What follows belongs to an exercise in optimizing a design on an open flow for small area; a production flow would make more cautious choices.
In this exercise RTL edits were held to simulation tests only and were not proved equivalent to the original.
Power figures rest on the tool's default switching activity, not on a simulated workload.

==> flow/design.v <==
module cpufinal (clk, rst, data, data_in, addr_out, out);
input clk, rst;
input [7:0] data_in, data;
output reg [7:0] addr_out, out;
localparam RA = 3'b100;  
localparam RB = 3'b101;  
localparam P  = 3'b111;  
localparam W1 = 3'b010;  
localparam W2 = 3'b011;  
localparam F  = 3'b000;  
localparam X  = 3'b001;  
reg [2:0] s;
reg [7:0] ir;             
reg [7:0] a;              
reg [7:0] pc;             
reg [1:0] reg1, reg2;     
reg [8:0] temp;           
reg [7:0] result;         
reg op2;                  
reg clear;                
reg [7:0] datareg;
reg [7:0] rf0, rf1, rf2, rf3;
wire st_step = s[2];
wire st_latch = s[1];
wire st_f = s == F;
wire st_x = s == X;
wire [3:0] op = ir[7:4];
wire is_alu = op <= 4'b1001;
wire is_clr = op == 4'b1010;
wire is_ld = op == 4'b1011;
wire is_jmp = op == 4'b1100;
wire is_jc = op == 4'b1101;
wire is_nop = ir == 8'hFF;
wire inc = op2 & temp[8];
genvar gi;
wire [9:0] tc_c;
wire [8:0] temp_c;
assign tc_c[0] = inc;
generate for (gi = 0; gi < 9; gi = gi + 1) begin : g_tc
	assign temp_c[gi] = temp[gi] ^ tc_c[gi];
	assign tc_c[gi+1] = temp[gi] & tc_c[gi];
end endgenerate
wire [8:0] pc_c;
wire [7:0] pc_inc;
assign pc_c[0] = 1'b1;
generate for (gi = 0; gi < 8; gi = gi + 1) begin : g_pc
	assign pc_inc[gi] = pc[gi] ^ pc_c[gi];
	assign pc_c[gi+1] = pc[gi] & pc_c[gi];
end endgenerate
wire carry = temp_c[8];
reg [7:0] rd1, rd2;
always @* begin
	case (reg1)
		2'd0: rd1 = rf0;
		2'd1: rd1 = rf1;
		2'd2: rd1 = rf2;
		default: rd1 = rf3;
	endcase
	case (reg2)
		2'd0: rd2 = rf0;
		2'd1: rd2 = rf1;
		2'd2: rd2 = rf2;
		default: rd2 = rf3;
	endcase
end
wire arith = op[3:2] == 2'b00 && op[1:0] != 2'b11;   
wire inv = op == 4'b0001 || op == 4'b0010 || op == 4'b0110;
wire bmask = op != 4'b0110;
wire and_op = op == 4'b0100;
wire or_op = op == 4'b0011;
wire shift = op == 4'b0111 || op[3];
wire [7:0] bb = (rd2 & {8{bmask}}) ^ {8{inv}};
wire [7:0] pp = rd1 ^ bb;
wire [7:0] gg = rd1 & bb;
wire [8:0] cc;
assign cc[0] = op == 4'b0001;
generate for (gi = 0; gi < 8; gi = gi + 1) begin : g_add
	assign cc[gi+1] = gg[gi] | (pp[gi] & cc[gi]);
end endgenerate
wire [7:0] lo = (pp ^ (cc[7:0] & {8{arith}})) | (gg & {8{or_op}});
wire [7:0] shl = {rd1[6:0], op[3] & rd1[7]};
wire [7:0] shr = {1'b0, rd1[7:1]};
wire [7:0] res8 = shift ? ((op[3] & ~op[0]) ? shr : shl) : and_op ? gg : lo;
wire [8:0] alu = {arith ? (inv ^ cc[8]) : temp[8], res8};
wire [1:0] wsel = (op <= 4'b0101 || is_ld) ? ir[1:0] : ir[3:2];
wire we = st_step && (is_alu || is_ld);
always @(posedge clk) begin
	result <= temp_c[7:0];
	if (rst) begin
		s <= RA;
		ir <= 0;
		pc <= 8'hFF;
		addr_out <= 0;
		out <= 0;
		datareg <= 0;
	end else begin
		if (st_step || st_latch) begin
			if (s[0]) s <= F;
			else s <= {s[2:1], 1'b1};
		end else if (st_f) begin
			if (is_alu || is_clr || is_nop) s <= P;
			else s <= X;
		end else begin
			if (is_ld) s <= P;
			else if (is_jmp || is_jc) s <= W1;
		end
		if (st_latch) ir <= data_in;
		if (st_step) begin
			a <= pc;
			pc <= pc_inc;
		end
		if (st_x && (is_jmp || is_jc)) begin
			a <= pc;
			pc <= (is_jmp || carry) ? data : pc_inc;
		end
		if (st_f) addr_out <= a;
		if ((st_f && is_alu) || (st_x && is_ld)) begin
			datareg <= st_f ? result : data;
			out <= datareg;
		end
	end
	if (st_step && is_alu) begin
		temp <= alu;
		reg1 <= ir[3:2];
		reg2 <= ir[1:0];
	end
	if (st_f && is_alu) op2 <= op == 4'b0010;
	if (st_f && is_alu) clear <= 0;
	if (st_f && is_clr) clear <= 1;
	if (rst || clear) begin
		rf0 <= 0; rf1 <= 0; rf2 <= 0; rf3 <= 0;
	end else if (we) begin
		case (wsel)
			2'd0: rf0 <= datareg;
			2'd1: rf1 <= datareg;
			2'd2: rf2 <= datareg;
			default: rf3 <= datareg;
		endcase
	end
end
endmodule
Settings: LEC_CHECK=0, CAP_MARGIN=20, CORE_MARGIN=2, CORE_UTILIZATION=40, GPL_TIMING_DRIVEN=0, SLEW_MARGIN=20; clock period 5.0 ns.
standard.sh (not shown) runs the stock make flow with config.mk's settings and CLKGATE_MAP_FILE= SYNTH_SCRIPT=/design/flow/synth_recipe.tcl, a recipe that flattens the netlist after the stock synthesis.
==> flow/flow/run.sh <==
#!/bin/bash
# The standard layout with three changes:
#  - synthesis maps the logic with an area-oriented ABC script (flow/area.abc)
#    instead of ORFS's speed script; everything else in the synthesis,
#    including the flip-flop mapping, is the standard synthesis;
#  - the port buffers are made from the smallest buffer cell;
#  - clock-tree synthesis uses clkbuf_8 and adds no dummy loads.
set -euo pipefail
here=$(pwd)
sed "s|^  log_cmd abc {\*}\$abc_args|  log_cmd abc {*}[lreplace \$abc_args 1 1 $here/flow/area.abc]|" \
  "$FLOW_HOME/scripts/synth.tcl" > "$here/my_synth.tcl"
grep -q "flow/area.abc" "$here/my_synth.tcl"
sed "s|^source \$::env(SCRIPTS_DIR)/synth.tcl|source $here/my_synth.tcl|" \
  "$here/synth_recipe.tcl" > "$here/my_synth_recipe.tcl"
grep -q "my_synth.tcl" "$here/my_synth_recipe.tcl"
bash standard.sh "SYNTH_SCRIPT=$here/my_synth_recipe.tcl" \
  'BUFFER_PORTS_ARGS=-buffer_cell sky130_fd_sc_hd__buf_1' \
  'CTS_ARGS=-sink_clustering_enable -repair_clock_nets -buf_list sky130_fd_sc_hd__clkbuf_8 -dont_use_dummy_load' \
  finish > flow_make.log 2>&1
==> flow/flow/area.abc <==
&get -n
&st
&deepsyn -J 200 -T 120
&dch -f
&nf -R 1000
&put
The baseline ran to the end with no violations.
Change:
==> flow/run.sh (new file) <==
#!/bin/bash
# synth_recipe.tcl (not shown) runs the flow's synth.tcl, then flattens the netlist and writes it again
# the make line also repeats each setting of config.mk as NAME=value (left out here)
make -C /OpenROAD-flow-scripts/flow DESIGN_CONFIG=/design/flow/config.mk WORK_HOME=/design/flow/orfs CLKGATE_MAP_FILE= SYNTH_SCRIPT=/design/flow/synth_recipe.tcl finish
- CTS_BUF_LIST: not set -> sky130_fd_sc_hd__clkbuf_8
- GPL_TIMING_DRIVEN: 0 -> not set
removed: flow/flow/run.sh
removed: flow/flow/area.abc
removed: flow/standard.sh
Synthesized cell count rises by a quarter to a third.
Area after synthesis rises by about a fifth.
Routed wire length rises by a few percent.
Change:
==> flow/flow/run.sh (new file) <==
#!/bin/bash
# The standard layout, with the port buffers made from the smallest buffer cell.
set -euo pipefail
bash standard.sh 'BUFFER_PORTS_ARGS=-buffer_cell sky130_fd_sc_hd__buf_1' finish > flow_make.log 2>&1
==> flow/standard.sh (new file) <==
#!/bin/bash
# synth_recipe.tcl (not shown) runs the flow's synth.tcl, then flattens the netlist and writes it again
# the make line also repeats each setting of config.mk as NAME=value (left out here)
make -C /OpenROAD-flow-scripts/flow DESIGN_CONFIG=/design/flow/config.mk WORK_HOME=/design/flow/orfs CLKGATE_MAP_FILE= SYNTH_SCRIPT=/design/flow/synth_recipe.tcl "${@:-finish}"
removed: flow/run.sh
After rerunning:
- core utilization shrinks by 1.9 points
- cell count hardly moves
- synthesized cell count does not change
- combinational power drops by about 6%
- global-route usage rose by 0.22 points
- design area decreases by 4.1%
- via count goes up by 0.87%

* * *

## old
// cpufinal: RTL as listed in full above, without the edits since
Settings: LEC_CHECK=0, CAP_MARGIN=20, CORE_MARGIN=2, CORE_UTILIZATION=40, SLEW_MARGIN=20; clock period 5.0 ns.
run.sh (not shown) runs the stock make flow with config.mk's settings and CLKGATE_MAP_FILE= SYNTH_SCRIPT=/design/flow/synth_recipe.tcl, a recipe that flattens the netlist after the stock synthesis.
Stock flow here: none of the scripts above is used.
Per the final summary, old finished and its layout is clean on timing, DRC and antenna.
Input changes introduced in new (baseline for comparison: old):
Settings: CORE_UTILIZATION changed from 40 to 65; PLACE_DENSITY newly set to 0.8; GPL_TIMING_DRIVEN newly set to 0.
==> flow/flow/run.sh (new file) <==
#!/bin/bash
# The standard layout with three changes:
#  - synthesis maps the logic with an area-oriented ABC script (flow/area.abc)
#    instead of ORFS's speed script; everything else in the synthesis,
#    including the flip-flop mapping, is the standard synthesis;
#  - the port buffers are made from the smallest buffer cell;
#  - clock-tree synthesis uses clkbuf_8 and adds no dummy loads.
set -euo pipefail
here=$(pwd)
sed "s|^  log_cmd abc {\*}\$abc_args|  log_cmd abc {*}[lreplace \$abc_args 1 1 $here/flow/area.abc]|" \
  "$FLOW_HOME/scripts/synth.tcl" > "$here/my_synth.tcl"
grep -q "flow/area.abc" "$here/my_synth.tcl"
sed "s|^source \$::env(SCRIPTS_DIR)/synth.tcl|source $here/my_synth.tcl|" \
  "$here/synth_recipe.tcl" > "$here/my_synth_recipe.tcl"
grep -q "my_synth.tcl" "$here/my_synth_recipe.tcl"
bash standard.sh "SYNTH_SCRIPT=$here/my_synth_recipe.tcl" \
  'BUFFER_PORTS_ARGS=-buffer_cell sky130_fd_sc_hd__buf_1' \
  'CTS_ARGS=-sink_clustering_enable -repair_clock_nets -buf_list sky130_fd_sc_hd__clkbuf_8 -dont_use_dummy_load' \
  finish > flow_make.log 2>&1
==> flow/flow/area.abc (new file) <==
&get -n
&st
&deepsyn -J 200 -T 120
&dch -f
&nf -R 1000
&put
==> flow/standard.sh (new file) <==
#!/bin/bash
# synth_recipe.tcl (not shown) runs the flow's synth.tcl, then flattens the netlist and writes it again
# the make line also repeats each setting of config.mk as NAME=value (left out here)
make -C /OpenROAD-flow-scripts/flow DESIGN_CONFIG=/design/flow/config.mk WORK_HOME=/design/flow/orfs CLKGATE_MAP_FILE= SYNTH_SCRIPT=/design/flow/synth_recipe.tcl "${@:-finish}"
removed: flow/run.sh
## What came out
old → new: critical path depth now larger, vertical die dimension now smaller, final period demand of the worst path now larger, number of well taps now smaller.
In the metrics for new and old, the one carrying the lower design internal power is new.
Maximum number of pins on one net before global-route repair, new vs old: down by more than half
new has area growth from synthesis to final layout below what old had.
For the combinational group share of total power, new came in 3.4 points higher than old did.

* * *

== build 16 ==
// cpufinal: RTL as listed in full above, without the edits since
==> flow/config.mk <==
export PLATFORM = sky130hd
export DESIGN_NAME = cpufinal
export DESIGN_NICKNAME = cpufinal
export VERILOG_FILES = /design/flow/design.v
export SDC_FILE = /design/flow/constraint.sdc
export NUM_CORES = 4
export LEC_CHECK = 0
export CAP_MARGIN = 20
export CORE_MARGIN = 2
export CORE_UTILIZATION = 40
export GPL_TIMING_DRIVEN = 0
export SLEW_MARGIN = 20
==> flow/constraint.sdc <==
create_clock -name core_clock -period 5.0 [get_ports {clk}]
set_input_delay 1.0000 -clock core_clock [delete_from_list [all_inputs] [get_ports {clk}]]
set_output_delay 1.0000 -clock core_clock [all_outputs]
set_load 0.01 [all_outputs]
standard.sh (not shown) runs the stock make flow with config.mk's settings and CLKGATE_MAP_FILE= SYNTH_SCRIPT=/design/flow/synth_recipe.tcl, a recipe that flattens the netlist after the stock synthesis.
==> flow/flow/run.sh <==
#!/bin/bash
# The standard layout with three changes:
#  - synthesis maps the logic with an area-oriented ABC script (flow/area.abc)
#    instead of ORFS's speed script; everything else in the synthesis,
#    including the flip-flop mapping, is the standard synthesis;
#  - the port buffers are made from the smallest buffer cell;
#  - clock-tree synthesis uses clkbuf_8 and adds no dummy loads.
set -euo pipefail
here=$(pwd)
sed "s|^  log_cmd abc {\*}\$abc_args|  log_cmd abc {*}[lreplace \$abc_args 1 1 $here/flow/area.abc]|" \
  "$FLOW_HOME/scripts/synth.tcl" > "$here/my_synth.tcl"
grep -q "flow/area.abc" "$here/my_synth.tcl"
sed "s|^source \$::env(SCRIPTS_DIR)/synth.tcl|source $here/my_synth.tcl|" \
  "$here/synth_recipe.tcl" > "$here/my_synth_recipe.tcl"
grep -q "my_synth.tcl" "$here/my_synth_recipe.tcl"
bash standard.sh "SYNTH_SCRIPT=$here/my_synth_recipe.tcl" \
  'BUFFER_PORTS_ARGS=-buffer_cell sky130_fd_sc_hd__buf_1' \
  'CTS_ARGS=-sink_clustering_enable -repair_clock_nets -buf_list sky130_fd_sc_hd__clkbuf_8 -dont_use_dummy_load -sink_clustering_size 30 -sink_clustering_max_diameter 200' \
  finish > flow_make.log 2>&1
==> flow/flow/area.abc <==
&get -n
&st
&deepsyn -J 200 -T 120
&dch -f
&nf -R 1000
&put
Modified inputs, build 92 compared to build 16
- SLEW_MARGIN: 20 -> 0
- CORE_UTILIZATION: 40 -> 65
- CAP_MARGIN: 20 -> 0
- PLACE_DENSITY: unset -> 0.8
-- flow/flow/run.sh --
<<< build 16, line 16
bash standard.sh "SYNTH_SCRIPT=$here/my_synth_recipe.tcl" \
  'BUFFER_PORTS_ARGS=-buffer_cell sky130_fd_sc_hd__buf_1' \
  'CTS_ARGS=-sink_clustering_enable -repair_clock_nets -buf_list sky130_fd_sc_hd__clkbuf_8 -dont_use_dummy_load -sink_clustering_size 30 -sink_clustering_max_diameter 200' \
  finish > flow_make.log 2>&1
>>> build 92, line 16
bash standard.sh "SYNTH_SCRIPT=$here/my_synth_recipe.tcl" \
  'BUFFER_PORTS_ARGS=-buffer_cell sky130_fd_sc_hd__buf_1' \
  'CTS_ARGS=-sink_clustering_enable -repair_clock_nets -buf_list sky130_fd_sc_hd__clkbuf_8 -dont_use_dummy_load' \
  finish > flow_make.log 2>&1
The run showing the greater share of the cycle needed by the critical path after routing is build 92.
Any difference in xor and xnor area share after synthesis between build 92 and build 16 is small enough to ignore.
Relative to build 16, iteration count of the initial detailed-routing pass has gone up in build 92.
Compare build 92 and build 16 | core utilization of the finished layout lower: build 16
[compare] base=build 16 new=build 92: number of buffers outside the clock class in the layout now smaller, total leakage power lost 0.029 nW, global-route usage shows an increase of 9.5 points, relative area change from synthesis to final layout moved down.
Summary: with build 16 as the reference, first-pass GRT wire length in build 92 moved down by a few percent.
> inputs changed (build 92 -> build 48)
- CORE_UTILIZATION: 65 -> 40
- CAP_MARGIN: 0 -> 20
- PLACE_DENSITY: 0.8 -> unset
- SLEW_MARGIN: 0 -> 20
-- flow/flow/run.sh --
<<< build 92, line 16
bash standard.sh "SYNTH_SCRIPT=$here/my_synth_recipe.tcl" \
  'BUFFER_PORTS_ARGS=-buffer_cell sky130_fd_sc_hd__buf_1' \
  'CTS_ARGS=-sink_clustering_enable -repair_clock_nets -buf_list sky130_fd_sc_hd__clkbuf_8 -dont_use_dummy_load' \
  finish > flow_make.log 2>&1
>>> build 48, line 16
bash standard.sh "SYNTH_SCRIPT=$here/my_synth_recipe.tcl" \
  'BUFFER_PORTS_ARGS=-buffer_cell sky130_fd_sc_hd__buf_1' \
  'CTS_ARGS=-sink_clustering_enable -repair_clock_nets -buf_list {sky130_fd_sc_hd__clkbuf_8 sky130_fd_sc_hd__clkbuf_16} -dont_use_dummy_load -sink_clustering_size 40 -sink_clustering_max_diameter 200' \
  finish > flow_make.log 2>&1
[summary]
Going from build 92 to build 48, internal power component grew by more than 10%. Comparing build 48 and build 92, met3 usage in global routing is higher on build 92. The total power in build 48 sits 11% above the value recorded for build 92. Global-route wire length before repair came out higher on build 48 than on build 92. Comparing build 48 and build 92, core utilization of the finished layout is lower on build 48. Reported for build 48 and build 92, compound-cell area share of the yosys netlist turned out identical to the last digit. Compared with build 92, in build 48 via count decreased by 3.0% relative to the old numbers, number of tapcells increased by 60 relative to the old numbers.

## re-timing with driven ports
In the flow no input, the clock included, has a driving cell. The finished layouts below were timed again as built, in two steps.
Step 1 (the two cells are an assumption about what drives the block):
set clk [get_ports {clk}]
set_driving_cell -lib_cell sky130_fd_sc_hd__clkbuf_16 $clk
set_driving_cell -lib_cell sky130_fd_sc_hd__buf_2 [delete_from_list [all_inputs] $clk]
Step 2 also shifts input and output timing later by t, the mid clock arrival at the registers, as if the neighbouring blocks saw the same clock.
Three values: no drivers, after step 1, after step 2; two values: the first two.
| run | t, ns | setup slack, ns | slew at the worst register clock pin (ns) |
|---|---|---|---|
| the first run of note 1 | 0.378 | 0.840 / 0.840 / 0.840 | 0.10 / 0.10 |
| the second run of note 1 | 0.421 | 1.578 / 1.578 / 1.578 | 0.10 / 0.10 |
| the third run of note 1 | 0.406 | 1.496 / 1.496 / 1.496 | 0.11 / 0.11 |
| old | 0.390 | 1.532 / 1.532 / 1.532 | 0.07 / 0.07 |
| new | 0.381 | 0.846 / 0.846 / 0.846 | 0.11 / 0.11 |
| build 16 | 0.378 | 0.840 / 0.840 / 0.840 | 0.10 / 0.10 |
| build 92 | 0.381 | 0.641 / 0.641 / 0.641 | 0.10 / 0.10 |
| build 48 | 0.367 | 0.858 / 0.858 / 0.858 | 0.08 / 0.08 |
After both steps setup and hold are still met in every run listed.
